Context: an optimization exercise on an open-source flow, tuned for small area. The choices shown serve that exercise and are no tape-out recipe. Function was checked by simulation only, so behaviour that the tests miss may differ from the original. The clock port is modelled as an ideal driver, which makes a skipped or thinned clock tree look cheaper than it is; a real chip needs a root buffer or a tree. No activity file was given, so power comes from the tool's default toggle rates.

==> flow/design.v <==
module master_in_port(
	input clk,
	input reset,
	input tx_done,
	input [1:0]instruction,
	input [11:0]burst_num,
	output reg [7:0]data,
	output rx_done,
	output new_rx,
	input rx_data,
	input slave_valid,
	output master_ready);
reg [3:0] st;
reg [6:0] shift;         
reg [11:0] burst_count_n;  
wire idle = st[3] & !st[1];
wire last = (st == 4'd7);
wire beats_done;
burst_ge BURST_GE(.a_n(burst_count_n), .b(burst_num), .ge(beats_done));
assign master_ready = st[3] | (st[2:0] == 3'd0);
assign new_rx = st[3] & (st[2] | st[1]);
assign rx_done = st[3] & st[2];
always @(posedge clk)
begin
	shift <= {rx_data, shift[6:1]};
	burst_count_n <= idle ? 12'hfff : burst_count_n - {11'd0, last};
end
always @(posedge clk or posedge reset)
begin
	if (reset)
	begin
		st <= 4'd8;
		data <= 8'd0;
	end
	else
	begin
		if (last)
			data <= {rx_data, shift};
		if (idle)
			st <= (instruction == 2'b11 && tx_done) ? 4'd0 : 4'd8;
		else if (st[3] | (st[2:0] == 3'd0))
			st <= slave_valid ? 4'd1 : 4'd0;
		else if (last)
			st <= beats_done ? 4'd12 : 4'd10;
		else
			st <= st + 4'd1;
	end
end
endmodule
module burst_ge(
	input [11:0] a_n,
	input [11:0] b,
	output ge);
wire [12:0] c_n;
assign c_n[0] = 1'b0;
genvar i;
generate
	for (i = 0; i < 12; i = i + 1)
	begin: chain
		assign c_n[i+1] = (a_n[i] & b[i]) | (a_n[i] & c_n[i]) | (b[i] & c_n[i]);
	end
endgenerate
assign ge = ~c_n[12];
endmodule
module master_out_port(
	input clk,
	input reset,
	input slave_select,
	input [1:0]instruction,
	input [11:0]address,
	input [7:0]data,
	input [11:0]burst_num,
	input rx_done,
	output tx_done,
	input slave_ready,
	input arbitor_busy,
	input bus_busy,
	input approval_grant,
	output master_ready,
	output approval_request,
	output reg tx_slave_select,
	output master_valid,
	output write_en,
	output read_en,
	output reg tx_address,
	output reg tx_data,
	output reg tx_burst_num);
localparam C_IDLE = 3'b000, C_RW2 = 3'b001, C_TS = 3'b010, C_WAA = 3'b011,
           C_WA = 3'b100, C_WB = 3'b101, C_FIN = 3'b110, C_RW1 = 3'b111;
reg p;
reg [3:0] k;
reg rd;                  
reg [7:0] temp_data;     
reg [11:0] burst_count_n;  
wire grp_a = !p;
wire grp_d = p & !k[3];
wire grp_c = p & k[3];
wire [2:0] c = k[2:0];
wire free = !bus_busy & !arbitor_busy;
wire burst = |burst_num;
wire beats_done;
burst_ge BURST_GE(.a_n(burst_count_n), .b(burst_num), .ge(beats_done));
assign master_ready     = grp_c & (c[2:1] == 2'b00);
assign approval_request = grp_c & (c[2:1] == 2'b01);
assign tx_done          = grp_c & (c[2:1] == 2'b11);
assign master_valid     = (grp_a & (k != 4'd0)) | grp_d | tx_done;
wire rw_phase = grp_a & (k == 4'd1 || k == 4'd2);
assign write_en = rw_phase & !rd;
assign read_en  = rw_phase & rd;
wire [15:0] addr_ext = {4'd0, address};
wire [15:0] bn_ext = {3'd0, burst_num, burst};
reg np;
reg [3:0] nk;
always @*
begin
	np = p;
	nk = k;
	if (grp_c)
		case (c)
		C_IDLE: if (instruction[1]) nk = free ? {1'b1, C_TS} : {1'b1, C_WA};
		C_WA, C_WAA: nk = free ? {1'b1, C_TS} : {1'b1, C_WA};
		C_TS: if (bus_busy) nk = {1'b1, C_WB}; else begin np = 1'b0; nk = 4'd0; end
		C_WB: if (!bus_busy) begin np = 1'b0; nk = 4'd0; end
		C_FIN: nk = {1'b1, C_IDLE};
		default: nk = rx_done ? {1'b1, C_IDLE} : {1'b1, C_RW2};
		endcase
	else if (grp_a)
	begin
		if (k == 4'd0)
		begin
			if (approval_grant) nk = 4'd1;
			else if (bus_busy) begin np = 1'b1; nk = {1'b1, C_WAA}; end
		end
		else if (k == 4'd1)
		begin
			if (slave_ready) nk = 4'd2;
		end
		else if (k == 4'd11)
		begin
			if (burst) nk = 4'd12;
			else begin np = 1'b1; nk = {1'b1, instruction[0] ? C_RW1 : C_FIN}; end
		end
		else if (k == 4'd12)
		begin
			np = 1'b1;
			nk = instruction[0] ? {1'b1, C_RW1} : 4'd1;
		end
		else
			nk = k + 4'd1;
	end
	else
	begin
		if (k[2:0] == 3'd1)
		begin
			if (slave_ready) nk = 4'd2;
		end
		else if (k[2:0] == 3'd7)
			nk = beats_done ? {1'b1, C_FIN} : 4'd0;
		else
			nk = k + 4'd1;
	end
end
wire a_go = grp_a & ((k == 4'd0) ? approval_grant : (k == 4'd1) ? slave_ready : 1'b1);
wire ta_en = a_go & (k <= 4'd11);
wire tb_en = a_go;
wire td_en = (a_go & (k <= 4'd7 || k == 4'd12)) | (grp_d & ((k[2:0] == 3'd1) ? slave_ready : 1'b1));
wire [2:0] td_idx = (grp_a & k[3]) ? 3'd0 : k[2:0];
wire ss_en = (grp_c & (c == C_IDLE) & instruction[1] & free) |
             (grp_c & (c == C_WA || c == C_WAA) & free) |
             (grp_c & (c == C_TS)) |
             (grp_a & (k == 4'd0) & !approval_grant & bus_busy);
wire inc = (grp_a & (k == 4'd11)) | (grp_d & (k[2:0] == 3'd7));
wire idle = grp_c & (c == C_IDLE);
always @(posedge clk)
begin
	temp_data <= idle ? data : temp_data + {7'd0, inc};
	burst_count_n <= idle ? 12'hfff : burst_count_n - {11'd0, inc};
	if (grp_a & (k == 4'd0) & approval_grant)
		rd <= instruction[0];
end
always @(posedge clk or posedge reset)
begin
	if (reset)
	begin
		p <= 1'b1;
		k <= {1'b1, C_IDLE};
		tx_slave_select <= 1'b0;
		tx_address <= 1'b0;
		tx_data <= 1'b0;
		tx_burst_num <= 1'b0;
	end
	else
	begin
		p <= np;
		k <= nk;
		if (ss_en) tx_slave_select <= slave_select;
		if (ta_en) tx_address <= addr_ext[k];
		if (td_en) tx_data <= temp_data[td_idx];
		if (tb_en) tx_burst_num <= bn_ext[k];
	end
end
endmodule
module master_port #(parameter SLAVE_LEN=2, parameter ADDR_LEN=12, parameter DATA_LEN=8, parameter BURST_LEN=12)(
	input clk,
	input reset,
	input [1:0]instruction,
	input slave_select,
	input [ADDR_LEN-1:0]address,
	input [DATA_LEN-1:0]data_out,
	input [BURST_LEN-1:0]burst_num,
	output [DATA_LEN-1:0]data_in,
	output rx_done,
	output tx_done,
	output new_rx,
	input arbitor_busy,
	input bus_busy,
	input approval_grant,
	output approval_request,
	output tx_slave_select,
	output trans_done,
	input rx_data,
	output tx_address,
	output tx_data,
	output tx_burst_num,
	input slave_valid,
	input slave_ready,
	output master_valid,
	output master_ready,
	output write_en,
	output read_en);
wire master_ready_IN;
wire master_ready_OUT;
assign master_ready = master_ready_IN & master_ready_OUT;
assign trans_done = (instruction == 2'b11) ? rx_done : tx_done;
master_in_port MASTER_IN_PORT(
	.clk(clk),
	.reset(reset),
	.tx_done(tx_done),
	.instruction(instruction),
	.burst_num(burst_num),
	.data(data_in),
	.rx_done(rx_done),
	.new_rx(new_rx),
	.rx_data(rx_data),
	.slave_valid(slave_valid),
	.master_ready(master_ready_IN));
master_out_port MASTER_OUT_PORT(
	.clk(clk),
	.reset(reset),
	.slave_select(slave_select),
	.instruction(instruction),
	.address(address),
	.data(data_out),
	.burst_num(burst_num),
	.rx_done(rx_done),
	.tx_done(tx_done),
	.slave_ready(slave_ready),
	.arbitor_busy(arbitor_busy),
	.bus_busy(bus_busy),
	.approval_grant(approval_grant),
	.master_ready(master_ready_OUT),
	.approval_request(approval_request),
	.tx_slave_select(tx_slave_select),
	.master_valid(master_valid),
	.write_en(write_en),
	.read_en(read_en),
	.tx_address(tx_address),
	.tx_data(tx_data),
	.tx_burst_num(tx_burst_num));
endmodule
Settings: LEC_CHECK=0, CAP_MARGIN=20, CORE_MARGIN=2, CORE_UTILIZATION=76, SLEW_MARGIN=20; clock period 5.0 ns.
standard.sh (not shown) runs the stock make flow with config.mk's settings and CLKGATE_MAP_FILE= SYNTH_SCRIPT=/design/flow/synth_recipe.tcl, a recipe that flattens the netlist after the stock synthesis.
==> flow/flow/run.sh <==
#!/bin/bash
# Layout flow: the standard synthesis unchanged, then its combinational
# logic re-mapped for area (flip-flops kept as synthesized: each ABC script
# in flow/abc/ is tried and the smallest netlist kept), then the standard
# layout with the smallest buffer on the ports and a one-level clock tree
# (flow/cts_hook.tcl) in place of TritonCTS.
set -uo pipefail
WORK=$(pwd)
R=$WORK/orfs/results/sky130hd/master_port/base
LIB=$FLOW_HOME/platforms/sky130hd/lib/sky130_fd_sc_hd__tt_025C_1v80.lib
YOSYS=${YOSYS_EXE:-$FLOW_HOME/../tools/install/yosys/bin/yosys}
[ -x "$YOSYS" ] || YOSYS=yosys

bash standard.sh synth > synth.log 2>&1 || exit 1

cp $R/1_2_yosys.v $WORK/std_netlist.v
mkdir -p resyn
for A in flow/abc/*.abc; do
  N=$(basename $A .abc)
  sed -e "s|LIBFILE|$LIB|g" -e "s|NETIN|$WORK/std_netlist.v|" -e "s|NETOUT|$WORK/resyn/$N.v|" \
      -e "s|ABCFILE|$WORK/$A|" -e "s|STATIN|$WORK/resyn/${N}_stat_in.txt|" \
      -e "s|STATOUT|$WORK/resyn/${N}_stat_out.txt|" flow/resyn.ys > resyn/$N.ys
  ( timeout 600 "$YOSYS" -s resyn/$N.ys > resyn/$N.log 2>&1 ) &
  while [ $(jobs -r | wc -l) -ge ${NUM_CORES:-4} ]; do sleep 1; done
done
wait
BEST=""; BESTA=""
for A in flow/abc/*.abc; do
  N=$(basename $A .abc)
  [ -s resyn/$N.v ] || continue
  AR=$(sed -n "s/.*Chip area for module '.master_port': \([0-9.]*\).*/\1/p" resyn/${N}_stat_out.txt)
  [ -n "$AR" ] || continue
  echo "$N $AR" >> resyn/areas.txt
  if [ -z "$BEST" ] || awk "BEGIN{exit !($AR < $BESTA)}"; then BEST=$N; BESTA=$AR; fi
done
echo "kept: $BEST $BESTA" >> resyn/areas.txt
if [ -n "$BEST" ]; then
  cp resyn/$BEST.v $R/1_2_yosys.v
  rm -f $R/1_synth.odb $R/1_synth.sdc
fi

export CLKTREE_N=4
export CLKTREE_BUF=sky130_fd_sc_hd__clkbuf_8
export PRE_CTS_TCL=$WORK/flow/cts_hook.tcl
bash standard.sh \
  "BUFFER_PORTS_ARGS=-buffer_cell sky130_fd_sc_hd__buf_1" \
  finish > finish.log 2>&1 || exit 1
==> flow/flow/abc/deep0.abc <==
strash
&get -n
&st
&deepsyn -T 20 -S 0
&dch -f
&nf -R 1000
&put
==> flow/flow/abc/deep1.abc <==
strash
&get -n
&st
&deepsyn -T 20 -S 1
&dch -f
&nf -R 1000
&put
==> flow/flow/abc/deep2.abc <==
strash
&get -n
&st
&deepsyn -T 20 -S 2
&dch -f
&nf -R 1000
&put
==> flow/flow/abc/deep3.abc <==
strash
&get -n
&st
&deepsyn -T 20 -S 3
&dch -f
&nf -R 1000
&put
==> flow/flow/cts_hook.tcl <==
# Clock tree in place of TritonCTS: the clock port drives CLKTREE_N buffers
# directly, each driving the clock pins of one cluster of flip-flops
# (k-means on their placed locations). All flip-flops sit one buffer from
# the port.
rename clock_tree_synthesis __tritoncts_unused
proc clock_tree_synthesis {args} {
  set nclust $::env(CLKTREE_N)
  set bufcell $::env(CLKTREE_BUF)
  set pins {}
  set pts {}
  foreach p [get_pins -of_objects [get_nets clk] -filter "direction == input"] {
    set loc [[sta::sta_to_db_inst [$p instance]] getLocation]
    lappend pins $p
    lappend pts [list [expr [lindex $loc 0] / 1000.0] [expr [lindex $loc 1] / 1000.0]]
  }
  set n [llength $pts]
  set sorted [lsort -real -index 0 $pts]
  set cs {}
  for {set c 0} {$c < $nclust} {incr c} {
    lappend cs [lindex $sorted [expr int(($c + 0.5) * $n / $nclust)]]
  }
  for {set it 0} {$it < 100} {incr it} {
    set asg {}
    foreach q $pts {
      set best 0
      set bd 1e30
      for {set c 0} {$c < $nclust} {incr c} {
        set d [expr abs([lindex $q 0] - [lindex $cs $c 0]) + abs([lindex $q 1] - [lindex $cs $c 1])]
        if {$d < $bd} { set bd $d; set best $c }
      }
      lappend asg $best
    }
    set ncs {}
    for {set c 0} {$c < $nclust} {incr c} {
      set sx 0; set sy 0; set m 0
      foreach q $pts a $asg {
        if {$a == $c} { set sx [expr $sx + [lindex $q 0]]; set sy [expr $sy + [lindex $q 1]]; incr m }
      }
      if {$m > 0} { lappend ncs [list [expr $sx / $m] [expr $sy / $m]] } else { lappend ncs [lindex $cs $c] }
    }
    set cs $ncs
  }
  for {set c 0} {$c < $nclust} {incr c} {
    set lp {}
    foreach p $pins a $asg { if {$a == $c} { lappend lp $p } }
    if {[llength $lp] == 0} { continue }
    puts "clock tree: buffer $c drives [llength $lp] clock pins around [lindex $cs $c]"
    insert_buffer -buffer_cell $bufcell -net clk -load_pins $lp -location [lindex $cs $c] \
      -buffer_name clkbuf_leaf_$c -net_name clknet_leaf_$c
  }
  foreach net [get_nets clknet_leaf_*] { [sta::sta_to_db_net $net] setSigType CLOCK }
  [sta::sta_to_db_net [get_nets clk]] setSigType CLOCK
  set_propagated_clock [all_clocks]
}
Other scripts of this flow, unchanged in this note and not shown: flow/flow/abc/dch3.abc, flow/flow/resyn.ys
Edit:
--- a/flow/flow/run.sh
+++ b/flow/flow/run.sh
@@ -42,4 +42,6 @@
 export CLKTREE_N=4
 export CLKTREE_BUF=sky130_fd_sc_hd__clkbuf_8
+export CLKTREE_BIG_BUF=sky130_fd_sc_hd__clkbuf_16
+export CLKTREE_MAX_SLEW=0.100
 export PRE_CTS_TCL=$WORK/flow/cts_hook.tcl
 bash standard.sh \
==> flow/flow/abc/deep0.abc (replaced) <==
strash
&get -n
&st
&deepsyn -J 100 -S 0
&dch -f
&nf -R 1000
&put
==> flow/flow/abc/deep1.abc (replaced) <==
strash
&get -n
&st
&deepsyn -J 100 -S 1
&dch -f
&nf -R 1000
&put
==> flow/flow/abc/deep2.abc (replaced) <==
strash
&get -n
&st
&deepsyn -J 100 -S 2
&dch -f
&nf -R 1000
&put
==> flow/flow/abc/deep3.abc (replaced) <==
strash
&get -n
&st
&deepsyn -J 100 -S 3
&dch -f
&nf -R 1000
&put
==> flow/flow/abc/deep4.abc (new file) <==
strash
&get -n
&st
&deepsyn -J 100 -S 4
&dch -f
&nf -R 1000
&put
==> flow/flow/abc/deep5.abc (new file) <==
strash
&get -n
&st
&deepsyn -J 100 -S 5
&dch -f
&nf -R 1000
&put
==> flow/flow/abc/deep6.abc (new file) <==
strash
&get -n
&st
&deepsyn -J 100 -S 6
&dch -f
&nf -R 1000
&put
==> flow/flow/abc/deep7.abc (new file) <==
strash
&get -n
&st
&deepsyn -J 100 -S 7
&dch -f
&nf -R 1000
&put
--- a/flow/flow/cts_hook.tcl
+++ b/flow/flow/cts_hook.tcl
@@ -2,5 +2,6 @@
 # directly, each driving the clock pins of one cluster of flip-flops
 # (k-means on their placed locations). All flip-flops sit one buffer from
-# the port.
+# the port. A buffer whose clock pins would see a slew above
+# CLKTREE_MAX_SLEW (ns, placement estimate) is replaced by CLKTREE_BIG_BUF.
 rename clock_tree_synthesis __tritoncts_unused
 proc clock_tree_synthesis {args} {
@@ -52,3 +53,17 @@
   [sta::sta_to_db_net [get_nets clk]] setSigType CLOCK
   set_propagated_clock [all_clocks]
+  detailed_placement
+  estimate_parasitics -placement
+  foreach inst [get_cells clkbuf_leaf_*] {
+    set worst 0
+    foreach p [get_pins -of_objects [get_nets -of_objects [get_pins -of_objects $inst -filter "direction == output"]] -filter "direction == input"] {
+      set sl [get_property $p slew_max]
+      if {$sl > $worst} { set worst $sl }
+    }
+    puts "clock tree: [get_full_name $inst] worst sink slew $worst"
+    if {$worst > $::env(CLKTREE_MAX_SLEW)} {
+      puts "clock tree: [get_full_name $inst] becomes $::env(CLKTREE_BIG_BUF)"
+      replace_cell $inst $::env(CLKTREE_BIG_BUF)
+    }
+  }
 }
Maximum frequency fell by 4.9%.
Clock power rose by about 6%.
Routed wire length rose by 1.0%.
First-iteration DRC count fell by 7.8%.
Via count barely changes.
Register-to-register slack got worse by 0.21 ns.
Global-route usage rose by 0.73 points.
Final area rose by 0.70%.
Cell count fell by 1.1%.
Die area rose by 0.70%.
Edit:
--- a/flow/flow/run.sh
+++ b/flow/flow/run.sh
@@ -40,8 +40,6 @@
 fi
 
-export CLKTREE_N=4
-export CLKTREE_BUF=sky130_fd_sc_hd__clkbuf_8
-export CLKTREE_BIG_BUF=sky130_fd_sc_hd__clkbuf_16
-export CLKTREE_MAX_SLEW=0.100
+export CLKTREE_N=3
+export CLKTREE_BUF=sky130_fd_sc_hd__clkbuf_16
 export PRE_CTS_TCL=$WORK/flow/cts_hook.tcl
 bash standard.sh \
==> flow/flow/abc/deep0.abc (replaced) <==
strash
&get -n
&st
&deepsyn -T 20 -S 0
&dch -f
&nf -R 1000
&put
==> flow/flow/abc/deep1.abc (replaced) <==
strash
&get -n
&st
&deepsyn -T 20 -S 1
&dch -f
&nf -R 1000
&put
==> flow/flow/abc/deep2.abc (replaced) <==
strash
&get -n
&st
&deepsyn -T 20 -S 2
&dch -f
&nf -R 1000
&put
==> flow/flow/abc/deep3.abc (replaced) <==
strash
&get -n
&st
&deepsyn -T 20 -S 3
&dch -f
&nf -R 1000
&put
--- a/flow/flow/cts_hook.tcl
+++ b/flow/flow/cts_hook.tcl
@@ -2,6 +2,5 @@
 # directly, each driving the clock pins of one cluster of flip-flops
 # (k-means on their placed locations). All flip-flops sit one buffer from
-# the port. A buffer whose clock pins would see a slew above
-# CLKTREE_MAX_SLEW (ns, placement estimate) is replaced by CLKTREE_BIG_BUF.
+# the port.
 rename clock_tree_synthesis __tritoncts_unused
 proc clock_tree_synthesis {args} {
@@ -53,17 +52,3 @@
   [sta::sta_to_db_net [get_nets clk]] setSigType CLOCK
   set_propagated_clock [all_clocks]
-  detailed_placement
-  estimate_parasitics -placement
-  foreach inst [get_cells clkbuf_leaf_*] {
-    set worst 0
-    foreach p [get_pins -of_objects [get_nets -of_objects [get_pins -of_objects $inst -filter "direction == output"]] -filter "direction == input"] {
-      set sl [get_property $p slew_max]
-      if {$sl > $worst} { set worst $sl }
-    }
-    puts "clock tree: [get_full_name $inst] worst sink slew $worst"
-    if {$worst > $::env(CLKTREE_MAX_SLEW)} {
-      puts "clock tree: [get_full_name $inst] becomes $::env(CLKTREE_BIG_BUF)"
-      replace_cell $inst $::env(CLKTREE_BIG_BUF)
-    }
-  }
 }
Settings changed: CORE_UTILIZATION 76 to 70.
removed: flow/flow/abc/deep4.abc
removed: flow/flow/abc/deep5.abc
removed: flow/flow/abc/deep6.abc
removed: flow/flow/abc/deep7.abc
The changed run produced a clean layout.
Clock skew rose by 0.0036 ns.
Critical path depth rose by 2.
Routed wire length fell by 6.1%.
No run of this note takes its clock network from TritonCTS; it comes from the design's own scripts or RTL.

[port drivers added, routing unchanged]
How much do the figures lean on ideal ports? The routed layouts below were timed once more, with nothing changed but the port constraints.
Step 1 assumes that a clkbuf_16 drives the clock port and a buf_2 every other input.
Step 2 moves the port delays by t, midway between the first and last clock arrival at a register: inputs arrive t later, outputs are due t later. That takes back most of the time a late clock gives input paths.
Three values: ideal, step 1, step 2; two values: the first two.
run	shift t [ns]	setup WS [ns]	worst slew at a driven data input, ns
the first run	0.209	0.968 / 0.968 / 0.968	0.05
the second run	0.207	0.761 / 0.762 / 0.762	0.05
the third run	0.210	0.503 / 0.503 / 0.503	0.04
After both steps setup and hold are still met in every run listed.
